From an optimization exercise on the open Yosys and OpenROAD flow, aimed at small area; shortcuts taken in it are not production practice. In this exercise RTL edits were held to simulation tests only and were not proved equivalent to the original. No activity file was given, so power comes from the tool's default toggle rates.

==> wip/amber: inputs <==
==> flow/design.v <==
module top_fft_iter (
	input  wire        CLK,
	input  wire        RST,
	input  wire        EN,
	input  wire [15:0] i_DATA_R,
	input  wire [15:0] i_DATA_I,
	input  wire        i_WR_DATA,
	input  wire        IN_FIFO_RST,
	output wire        FULL,
	output wire [15:0] o_DATA_R,
	output wire [15:0] o_DATA_I,
	output wire        VALID
);
	localparam S_WAIT = 2'd0, S_RD = 2'd1, S_DLY = 2'd3, S_WR = 2'd2;
	reg  [1:0] state;
	reg  [6:0] counter;
	reg        last_lay;
	wire       busy     = (state != S_WAIT);
	wire       st_rd    = (state == S_RD);
	wire       st_dly   = (state == S_DLY);
	wire       st_wr    = (state == S_WR);
	wire       first_lay;
	always @(posedge CLK) begin
		if (RST)
			state <= S_WAIT;
		else if (EN) begin
			case (state)
				S_WAIT: if (first_lay) state <= S_RD;
				S_RD:   state <= S_DLY;
				S_DLY:  state <= S_WR;
				default: state <= (counter == 7'd82) ? S_WAIT : S_RD;
			endcase
		end
	end
	always @(posedge CLK) begin
		if (!busy)
			counter <= 7'd0;
		else if (st_rd)
			counter <= counter + 7'd1;
	end
	always @(posedge CLK) begin
		if (!busy)
			last_lay <= 1'b0;
		else if (counter == 7'd67)
			last_lay <= 1'b1;
	end
	reg  [5:0] iw, ir;
	reg        ifull, iempty;
	reg        block_reg, first_reg;
	assign first_lay = first_reg | block_reg;
	wire   tmp_full  = first_lay | ifull;
	wire   in_rst    = RST | (IN_FIFO_RST & ~block_reg);
	wire   in_we     = i_WR_DATA & ~tmp_full;
	wire [5:0] iw_next = in_we ? iw + 6'd1 : iw;
	wire   ir_inc    = first_lay & st_rd & ~iempty;
	wire [5:0] ir_next = ir_inc ? ir + 6'd2 : ir;
	always @(posedge CLK) begin
		if (in_rst) begin
			iw     <= 6'd0;
			ir     <= 6'd0;
			ifull  <= 1'b0;
			iempty <= 1'b1;
		end else begin
			iw     <= iw_next;
			ir     <= ir_next;
			ifull  <= (iw_next[5] != ir[5]) && (iw_next[4:0] == ir[4:0]);
			iempty <= (ir_next == iw_next);
		end
	end
	always @(posedge CLK) begin
		if (RST | (iempty & st_wr))
			block_reg <= 1'b0;
		else if (ifull & ~busy)
			block_reg <= 1'b1;
	end
	always @(posedge CLK) begin
		if (RST)
			first_reg <= 1'b0;
		else if (st_rd)
			first_reg <= block_reg;
	end
	assign FULL = tmp_full;
	reg  [4:0] ow;
	reg  [5:0] orp;
	reg        ofull, oempty, oblock, valid_reg;
	wire       ow_inc   = last_lay & st_wr & ~ofull & ~oblock;
	wire [4:0] ow_next  = ow + {4'd0, ow_inc};
	wire [5:0] ow_ptr   = {ow_next[4], 1'b0, ow_next[3:0]};
	wire       o_rd     = oblock & ~oempty;
	wire [5:0] or_next  = orp + {5'd0, o_rd};
	always @(posedge CLK) begin
		if (RST) begin
			ow     <= 5'd0;
			orp    <= 6'd0;
			ofull  <= 1'b0;
			oempty <= 1'b1;
		end else begin
			ow     <= ow_next;
			orp    <= or_next;
			ofull  <= (ow_ptr[5] != orp[5]) && (ow_ptr[4:0] == orp[4:0]);
			oempty <= (or_next == ow_ptr);
		end
	end
	always @(posedge CLK) begin
		if (oempty)
			oblock <= 1'b0;
		else if (ofull)
			oblock <= 1'b1;
	end
	always @(posedge CLK) begin
		if (RST)
			valid_reg <= 1'b0;
		else if (EN)
			valid_reg <= oblock;
	end
	assign VALID = oblock & valid_reg;
	function [4:0] addr_a(input [6:0] s);
		begin
			case (s[6:4])
				3'd1:    addr_a = {s[3:1], 1'b0, s[0]};
				3'd2:    addr_a = {s[3:2], 1'b0, s[1:0]};
				3'd3:    addr_a = {s[3], 1'b0, s[2:0]};
				3'd4:    addr_a = {1'b0, s[3:0]};
				default: addr_a = {s[3:0], 1'b0};
			endcase
		end
	endfunction
	function [4:0] addr_b(input [6:0] s);
		begin
			case (s[6:4])
				3'd1:    addr_b = {s[3:1], 1'b1, s[0]};
				3'd2:    addr_b = {s[3:2], 1'b1, s[1:0]};
				3'd3:    addr_b = {s[3], 1'b1, s[2:0]};
				3'd4:    addr_b = {1'b1, s[3:0]};
				default: addr_b = {s[3:0], 1'b1};
			endcase
		end
	endfunction
	function [3:0] tw_idx(input [6:0] s);
		begin
			case (s[6:4])
				3'd1:    tw_idx = {s[0], 3'd0};
				3'd2:    tw_idx = {s[1:0], 2'd0};
				3'd3:    tw_idx = {s[2:0], 1'b0};
				3'd4:    tw_idx = s[3:0];
				default: tw_idx = 4'd0;
			endcase
		end
	endfunction
	function [15:0] cos_tab(input [3:0] i);
		begin
			case (i)
				4'd0:  cos_tab = 16'h7fff;
				4'd1:  cos_tab = 16'h7d8a;
				4'd2:  cos_tab = 16'h7641;
				4'd3:  cos_tab = 16'h6a6d;
				4'd4:  cos_tab = 16'h5a82;
				4'd5:  cos_tab = 16'h471c;
				4'd6:  cos_tab = 16'h30fb;
				4'd7:  cos_tab = 16'h18f8;
				4'd8:  cos_tab = 16'h0000;
				4'd9:  cos_tab = 16'he707;
				4'd10: cos_tab = 16'hcf04;
				4'd11: cos_tab = 16'hb8e3;
				4'd12: cos_tab = 16'ha57d;
				4'd13: cos_tab = 16'h9592;
				4'd14: cos_tab = 16'h89be;
				default: cos_tab = 16'h8275;
			endcase
		end
	endfunction
	function [15:0] nsin_tab(input [3:0] i);
		begin
			case (i)
				4'd0:  nsin_tab = 16'h0000;
				4'd1:  nsin_tab = 16'he708;
				4'd2:  nsin_tab = 16'hcf05;
				4'd3:  nsin_tab = 16'hb8e4;
				4'd4:  nsin_tab = 16'ha57e;
				4'd5:  nsin_tab = 16'h9593;
				4'd6:  nsin_tab = 16'h89bf;
				4'd7:  nsin_tab = 16'h8276;
				4'd8:  nsin_tab = 16'h8001;
				4'd9:  nsin_tab = 16'h8276;
				4'd10: nsin_tab = 16'h89bf;
				4'd11: nsin_tab = 16'h9593;
				4'd12: nsin_tab = 16'ha57e;
				4'd13: nsin_tab = 16'hb8e4;
				4'd14: nsin_tab = 16'hcf05;
				default: nsin_tab = 16'he708;
			endcase
		end
	endfunction
	function [31:0] bmul(input [15:0] x, input [15:0] y);
		integer i;
		reg b0, b1, b2, ng, one, two;
		reg [17:0] xs, pp;
		reg [31:0] acc;
		begin
			xs  = {{2{x[15]}}, x};
			acc = 32'h55560000;    
			for (i = 0; i < 8; i = i + 1) begin
				b2  = y[2*i+1];
				b1  = y[2*i];
				b0  = (i == 0) ? 1'b0 : y[2*i-1];
				ng  = b2 & ~(b1 & b0);
				one = b1 ^ b0;
				two = (b2 & ~b1 & ~b0) | (~b2 & b1 & b0);
				pp  = ({18{one}} & xs) | ({18{two}} & {xs[16:0], 1'b0});
				pp  = pp ^ {18{ng}};
				acc = acc + ({{14{1'b0}}, ~pp[17], pp[16:0]} << (2*i)) + ({31'd0, ng} << (2*i));
			end
			bmul = acc;
		end
	endfunction
	function [15:0] sat_half(input [17:0] t);
		begin
			if (t[17] == t[16])
				sat_half = t[16:1];
			else
				sat_half = {t[17], {15{t[16]}}};
		end
	endfunction
	reg  [6:0]  h1, h2, h3;
	reg         selq;         
	reg         f0;           
	reg  [3:0]  irq;          
	reg  [31:0] ha, hb;       
	reg  [31:0] rb, ra;       
	reg  [16:0] rre, rim;     
	reg  [31:0] xr, yr;       
	wire        if_rd_now = st_rd & first_lay & ~iempty;
	always @(posedge CLK) begin
		if (RST) begin
			h1 <= 7'd127;
			h2 <= 7'd127;
			h3 <= 7'd127;
		end else if (st_rd) begin
			h1 <= counter;
			h2 <= h1;
			h3 <= h2;
		end
	end
	always @(posedge CLK) begin
		f0 <= if_rd_now;
		if (st_rd) begin
			selq <= block_reg | (counter == 7'd81);
			irq  <= ir[4:1];
		end
	end
	wire [4:0]  if_addr = f0 ? {irq, 1'b1} : ir[4:0];
	wire [4:0]  wr_addr = st_dly ? addr_b(h1) : addr_a(h1);
	wire [31:0] if_rd, wr_rd;
	wire [31:0] hb_d = f0 ? if_rd : hb;
	always @(posedge CLK) begin
		if (if_rd_now) ha <= if_rd;
		if (f0)        hb <= if_rd;
		if (st_dly)    rb <= selq ? hb_d : wr_rd;
		if (st_wr)     ra <= selq ? ha : wr_rd;
	end
	wire [3:0]  ti   = tw_idx(h1);
	wire [15:0] wre  = cos_tab(ti);
	wire [15:0] wim  = nsin_tab(ti);
	reg  [15:0] m1w, m2w;
	always @(posedge CLK) begin
		m1w <= st_dly ? wre : wim;
		m2w <= st_dly ? wim : wre;
	end
	wire [31:0] p1 = bmul(rb[31:16], m1w);
	wire [31:0] p2 = bmul(rb[15:0], m2w);
	wire [16:0] q1 = p1[31:15];
	wire [16:0] q2 = p2[31:15];
	wire [16:0] pr = st_wr ? (q1 - q2) : (q1 + q2);
	always @(posedge CLK) begin
		if (st_wr) rre <= pr;
		if (st_rd) rim <= pr;
	end
	wire        ysel  = st_dly;
	wire [17:0] op_re = ysel ? ~{rre[16], rre} : {rre[16], rre};
	wire [17:0] op_im = ysel ? ~{rim[16], rim} : {rim[16], rim};
	wire [17:0] k12   = {16'd0, ysel, ~ysel};
	wire [17:0] s_re  = {{2{ra[31]}}, ra[31:16]} + op_re + k12;
	wire [17:0] s_im  = {{2{ra[15]}}, ra[15:0]}  + op_im + k12;
	wire [31:0] bf_o  = {sat_half(s_re), sat_half(s_im)};
	always @(posedge CLK) begin
		if (st_dly) yr <= bf_o;
		if (st_wr)  xr <= bf_o;
	end
	wire        h3_wr  = (h3 < 7'd64) | (h3 == 7'd81);
	wire        h3_out = (h3[6:4] == 3'd4);
	wire        wr_we  = h3_wr & ((st_dly & ~RST) | st_wr);
	wire [4:0]  wr_wa  = st_dly ? addr_b(h3) : addr_a(h3);
	wire [31:0] bf_wd  = st_dly ? yr : xr;
	reg  [31:0] ifm [0:31];
	integer m;
	reg  [31:0] wrm [0:31];
	always @(posedge CLK) begin
		if (in_we) begin
			for (m = 31; m > 0; m = m - 1)
				ifm[m] <= ifm[m-1];
			ifm[0] <= {i_DATA_R, i_DATA_I};
		end
	end
	always @(posedge CLK) if (wr_we) wrm[wr_wa] <= bf_wd;
	wire [4:0]  if_pos = ~{if_addr[0], if_addr[1], if_addr[2], if_addr[3], if_addr[4]};
	wire [31:0] if_sel = 32'd1 << if_pos;
	wire [31:0] wr_sel = 32'd1 << wr_addr;
	reg  [31:0] if_rd_r, wr_rd_r;
	integer n;
	always @(*) begin
		if_rd_r = 32'd0;
		wr_rd_r = 32'd0;
		for (n = 0; n < 32; n = n + 1) begin
			if_rd_r = if_rd_r | ({32{if_sel[n]}} & ifm[n]);
			wr_rd_r = wr_rd_r | ({32{wr_sel[n]}} & wrm[n]);
		end
	end
	assign if_rd = if_rd_r;
	assign wr_rd = wr_rd_r;
	reg  [31:0] sx [0:15];
	reg  [31:0] sy [0:15];
	wire        push_x = h3_out & st_wr;
	wire        push_y = h3_out & st_dly & ~RST;
	wire        pop    = o_rd & (orp[4:0] != 5'd0);
	integer k;
	always @(posedge CLK) begin
		if (push_x | pop) begin
			for (k = 15; k > 0; k = k - 1)
				sx[k] <= sx[k-1];
			sx[0] <= pop ? sy[15] : bf_wd;
		end
		if (push_y | pop) begin
			for (k = 15; k > 0; k = k - 1)
				sy[k] <= sy[k-1];
			sy[0] <= bf_wd;
		end
	end
	assign o_DATA_R = sx[15][31:16];
	assign o_DATA_I = sx[15][15:0];
endmodule
==> flow/flow/run.sh <==
#!/bin/bash
# The standard layout (standard.sh: the standard flow's synthesis, floorplan, placement,
# CTS, routing), with one change: clock tree synthesis inserts no dummy
# loads and uses the clustering given here.
set -euo pipefail
export CTS_ARGS="-sink_clustering_enable -repair_clock_nets -dont_use_dummy_load -sink_clustering_size 16 -sink_clustering_max_diameter 60 -buf_list sky130_fd_sc_hd__clkbuf_8"
bash standard.sh > standard.log 2>&1
==> flow/standard.sh <==
#!/bin/bash
# synth_recipe.tcl (not shown) runs the flow's synth.tcl, then flattens the netlist and writes it again
# the make line also repeats each setting of config.mk as NAME=value (left out here)
make -C /OpenROAD-flow-scripts/flow DESIGN_CONFIG=/design/flow/config.mk WORK_HOME=/design/flow/orfs CLKGATE_MAP_FILE= SYNTH_SCRIPT=/design/flow/synth_recipe.tcl "${@:-finish}"
==> flow/config.mk <==
export PLATFORM = sky130hd
export DESIGN_NAME = top_fft_iter
export DESIGN_NICKNAME = top_fft_iter
export VERILOG_FILES = /design/flow/design.v
export SDC_FILE = /design/flow/constraint.sdc
export NUM_CORES = 4
export LEC_CHECK = 0
export CAP_MARGIN = 20
export CORE_MARGIN = 2
export CORE_UTILIZATION = 50
export CTS_BUF_LIST = sky130_fd_sc_hd__clkbuf_8
export CTS_CLUSTER_DIAMETER = 60
export CTS_CLUSTER_SIZE = 16
export SLEW_MARGIN = 20
==> flow/constraint.sdc <==
create_clock -name core_clock -period 9.0 [get_ports {CLK}]
set_input_delay 1.8000 -clock core_clock [delete_from_list [all_inputs] [get_ports {CLK}]]
set_output_delay 1.8000 -clock core_clock [all_outputs]
set_load 0.01 [all_outputs]
==> wip/harbor (differences from wip/amber) <==
--- a/flow/design.v
+++ b/flow/design.v
@@ -193,24 +193,2 @@
 	endfunction
-	function [31:0] bmul(input [15:0] x, input [15:0] y);
-		integer i;
-		reg b0, b1, b2, ng, one, two;
-		reg [17:0] xs, pp;
-		reg [31:0] acc;
-		begin
-			xs  = {{2{x[15]}}, x};
-			acc = 32'h55560000;    
-			for (i = 0; i < 8; i = i + 1) begin
-				b2  = y[2*i+1];
-				b1  = y[2*i];
-				b0  = (i == 0) ? 1'b0 : y[2*i-1];
-				ng  = b2 & ~(b1 & b0);
-				one = b1 ^ b0;
-				two = (b2 & ~b1 & ~b0) | (~b2 & b1 & b0);
-				pp  = ({18{one}} & xs) | ({18{two}} & {xs[16:0], 1'b0});
-				pp  = pp ^ {18{ng}};
-				acc = acc + ({{14{1'b0}}, ~pp[17], pp[16:0]} << (2*i)) + ({31'd0, ng} << (2*i));
-			end
-			bmul = acc;
-		end
-	endfunction
 	function [15:0] sat_half(input [17:0] t);
@@ -263,9 +241,10 @@
 	wire [15:0] wim  = nsin_tab(ti);
-	reg  [15:0] m1w, m2w;
-	always @(posedge CLK) begin
-		m1w <= st_dly ? wre : wim;
-		m2w <= st_dly ? wim : wre;
-	end
-	wire [31:0] p1 = bmul(rb[31:16], m1w);
-	wire [31:0] p2 = bmul(rb[15:0], m2w);
+	wire [15:0] m1w  = st_wr ? wre : wim;
+	wire [15:0] m2w  = st_wr ? wim : wre;
+	wire signed [15:0] b_re = rb[31:16];
+	wire signed [15:0] b_im = rb[15:0];
+	wire signed [15:0] w1   = m1w;
+	wire signed [15:0] w2   = m2w;
+	wire signed [31:0] p1 = b_re * w1;
+	wire signed [31:0] p2 = b_im * w2;
 	wire [16:0] q1 = p1[31:15];
@@ -293,41 +272,23 @@
 	wire [31:0] bf_wd  = st_dly ? yr : xr;
+	wire [4:0]  in_wa = {iw[0], iw[1], iw[2], iw[3], iw[4]};
 	reg  [31:0] ifm [0:31];
-	integer m;
 	reg  [31:0] wrm [0:31];
-	always @(posedge CLK) begin
-		if (in_we) begin
-			for (m = 31; m > 0; m = m - 1)
-				ifm[m] <= ifm[m-1];
-			ifm[0] <= {i_DATA_R, i_DATA_I};
-		end
-	end
+	always @(posedge CLK) if (in_we) ifm[in_wa] <= {i_DATA_R, i_DATA_I};
 	always @(posedge CLK) if (wr_we) wrm[wr_wa] <= bf_wd;
-	wire [4:0]  if_pos = ~{if_addr[0], if_addr[1], if_addr[2], if_addr[3], if_addr[4]};
-	wire [31:0] if_sel = 32'd1 << if_pos;
-	wire [31:0] wr_sel = 32'd1 << wr_addr;
-	reg  [31:0] if_rd_r, wr_rd_r;
-	integer n;
-	always @(*) begin
-		if_rd_r = 32'd0;
-		wr_rd_r = 32'd0;
-		for (n = 0; n < 32; n = n + 1) begin
-			if_rd_r = if_rd_r | ({32{if_sel[n]}} & ifm[n]);
-			wr_rd_r = wr_rd_r | ({32{wr_sel[n]}} & wrm[n]);
-		end
-	end
-	assign if_rd = if_rd_r;
-	assign wr_rd = wr_rd_r;
+	assign if_rd = ifm[if_addr];
+	assign wr_rd = wrm[wr_addr];
 	reg  [31:0] sx [0:15];
 	reg  [31:0] sy [0:15];
+	reg  [31:0] odata;
 	wire        push_x = h3_out & st_wr;
 	wire        push_y = h3_out & st_dly & ~RST;
-	wire        pop    = o_rd & (orp[4:0] != 5'd0);
 	integer k;
 	always @(posedge CLK) begin
-		if (push_x | pop) begin
+		if (push_x | o_rd) begin
+			odata <= sx[15];
 			for (k = 15; k > 0; k = k - 1)
 				sx[k] <= sx[k-1];
-			sx[0] <= pop ? sy[15] : bf_wd;
+			sx[0] <= o_rd ? sy[15] : bf_wd;
 		end
-		if (push_y | pop) begin
+		if (push_y | o_rd) begin
 			for (k = 15; k > 0; k = k - 1)
@@ -337,4 +298,4 @@
 	end
-	assign o_DATA_R = sx[15][31:16];
-	assign o_DATA_I = sx[15][15:0];
+	assign o_DATA_R = odata[31:16];
+	assign o_DATA_I = odata[15:0];
 endmodule
==> flow/run.sh (new file) <==
#!/bin/bash
# synth_recipe.tcl (not shown) runs the flow's synth.tcl, then flattens the netlist and writes it again
# the make line also repeats each setting of config.mk as NAME=value (left out here)
make -C /OpenROAD-flow-scripts/flow DESIGN_CONFIG=/design/flow/config.mk WORK_HOME=/design/flow/orfs CLKGATE_MAP_FILE= SYNTH_SCRIPT=/design/flow/synth_recipe.tcl finish
Settings changed: ABC_AREA set to 1, CORE_UTILIZATION 50 to 40, CTS_BUF_LIST sky130_fd_sc_hd__clkbuf_8 to unset, CTS_CLUSTER_DIAMETER 60 to unset, CTS_CLUSTER_SIZE 16 to unset.
removed: flow/flow/run.sh
removed: flow/standard.sh
==> wip/quartz (differences from wip/amber) <==
--- a/flow/design.v
+++ b/flow/design.v
@@ -263,6 +263,11 @@
 	wire [15:0] wim  = nsin_tab(ti);
-	reg  [15:0] m1w, m2w;
+	reg  [15:0] m1w, m2w;     
 	always @(posedge CLK) begin
-		m1w <= st_dly ? wre : wim;
-		m2w <= st_dly ? wim : wre;
+		if (st_dly) begin
+			m1w <= wre;
+			m2w <= wim;
+		end else if (st_wr) begin
+			m1w <= wim;
+			m2w <= wre;
+		end
 	end
@@ -293,15 +298,8 @@
 	wire [31:0] bf_wd  = st_dly ? yr : xr;
+	wire [4:0]  in_wa = {iw[0], iw[1], iw[2], iw[3], iw[4]};
 	reg  [31:0] ifm [0:31];
-	integer m;
 	reg  [31:0] wrm [0:31];
-	always @(posedge CLK) begin
-		if (in_we) begin
-			for (m = 31; m > 0; m = m - 1)
-				ifm[m] <= ifm[m-1];
-			ifm[0] <= {i_DATA_R, i_DATA_I};
-		end
-	end
+	always @(posedge CLK) if (in_we) ifm[in_wa] <= {i_DATA_R, i_DATA_I};
 	always @(posedge CLK) if (wr_we) wrm[wr_wa] <= bf_wd;
-	wire [4:0]  if_pos = ~{if_addr[0], if_addr[1], if_addr[2], if_addr[3], if_addr[4]};
-	wire [31:0] if_sel = 32'd1 << if_pos;
+	wire [31:0] if_sel = 32'd1 << if_addr;
 	wire [31:0] wr_sel = 32'd1 << wr_addr;
==> flow/run.sh (new file) <==
#!/bin/bash
# synth_recipe.tcl (not shown) runs the flow's synth.tcl, then flattens the netlist and writes it again
# the make line also repeats each setting of config.mk as NAME=value (left out here)
make -C /OpenROAD-flow-scripts/flow DESIGN_CONFIG=/design/flow/config.mk WORK_HOME=/design/flow/orfs CLKGATE_MAP_FILE= SYNTH_SCRIPT=/design/flow/synth_recipe.tcl finish
Settings changed: CORE_UTILIZATION 50 to 40, CTS_CLUSTER_DIAMETER 60 to unset, CTS_CLUSTER_SIZE 16 to unset.
removed: flow/flow/run.sh
removed: flow/standard.sh
==> qor summary <==
| quantity | wip/harbor | wip/amber | wip/quartz |
|---|---|---|---|
| Fin Clk Skew | 0.124 ns | 0.109 ns | 0.0894 ns |
| Final weighted congestion in routability-driven placement | 0.893 | 0.873 | 0.855 |
| Seq/Total Area, Yosys | 68.0% | 75.0% | 75.1% |
| Outcome | finished with violations | complete, no violations | complete, no violations |
| Violated checks | negative setup slack | - | - |
| Sw frac | 19.7% | 20.0% | 21.3% |
| Aggregate negative setup slack | -1.39 ns | 0 ns | 0 ns |
| CLK BUF | 442 | 272 | 573 |
| Proportion of cell area spent on the clock network | 6.38% | 2.60% | 6.50% |
| Count of mapped cells out of synthesis | 11.1k | 7,938 | 8,023 |
| Shortest clock period the worst path allows after layout | 9.25 ns | 8.42 ns | 8.47 ns |
| Share of the clock period used by the worst path | 103% | 93.5% | 94.2% |
| Maximum fanout count along the critical path | 7 | 11 | 14 |
| Maximum level of the CTS H-tree | 5 | 5 | 6 |
| Starting density of the core | 40.2% | 50.2% | 40.1% |
| Cells resized by post-CTS repair | 337 | 0 | 0 |
| Max-slew headroom at the worst pin | 21.8% | 20.0% | 20.0% |
| Relative contribution of combinational cells to total power | 0.6% | 0.7% | 0.6% |

separate check: timing with driven ports:
No port has a modelled driver above. Below, the same layouts with a new extraction and two added sets of constraints.
Step 1 assumes that a clkbuf_16 drives the clock port and a buf_2 every other input.
Step 2 adds t to the input delays and takes it off the output delays; t is the mean of the earliest and latest rising clock arrival at the registers after step 1. Input paths then give back, and output paths get back, about the clock's delay inside the block.
Slacks: ideal ports / drivers / drivers and shift; pairs: ideal ports / drivers.
| run | t (ns) | setup slack, ns | latest minus earliest clock arrival (ns) | slew at the worst register clock pin (ns) |
|---|---|---|---|---|
| wip/amber | 1.048 | 0.583 / 0.583 / 0.583 | 0.148 / 0.148 | 0.11 / 0.11 |
| wip/harbor | 1.028 | -0.253 / -0.253 / -0.253 | 0.124 / 0.125 | 0.07 / 0.07 |
| wip/quartz | 1.221 | 0.526 / 0.526 / 0.526 | 0.094 / 0.094 | 0.08 / 0.08 |
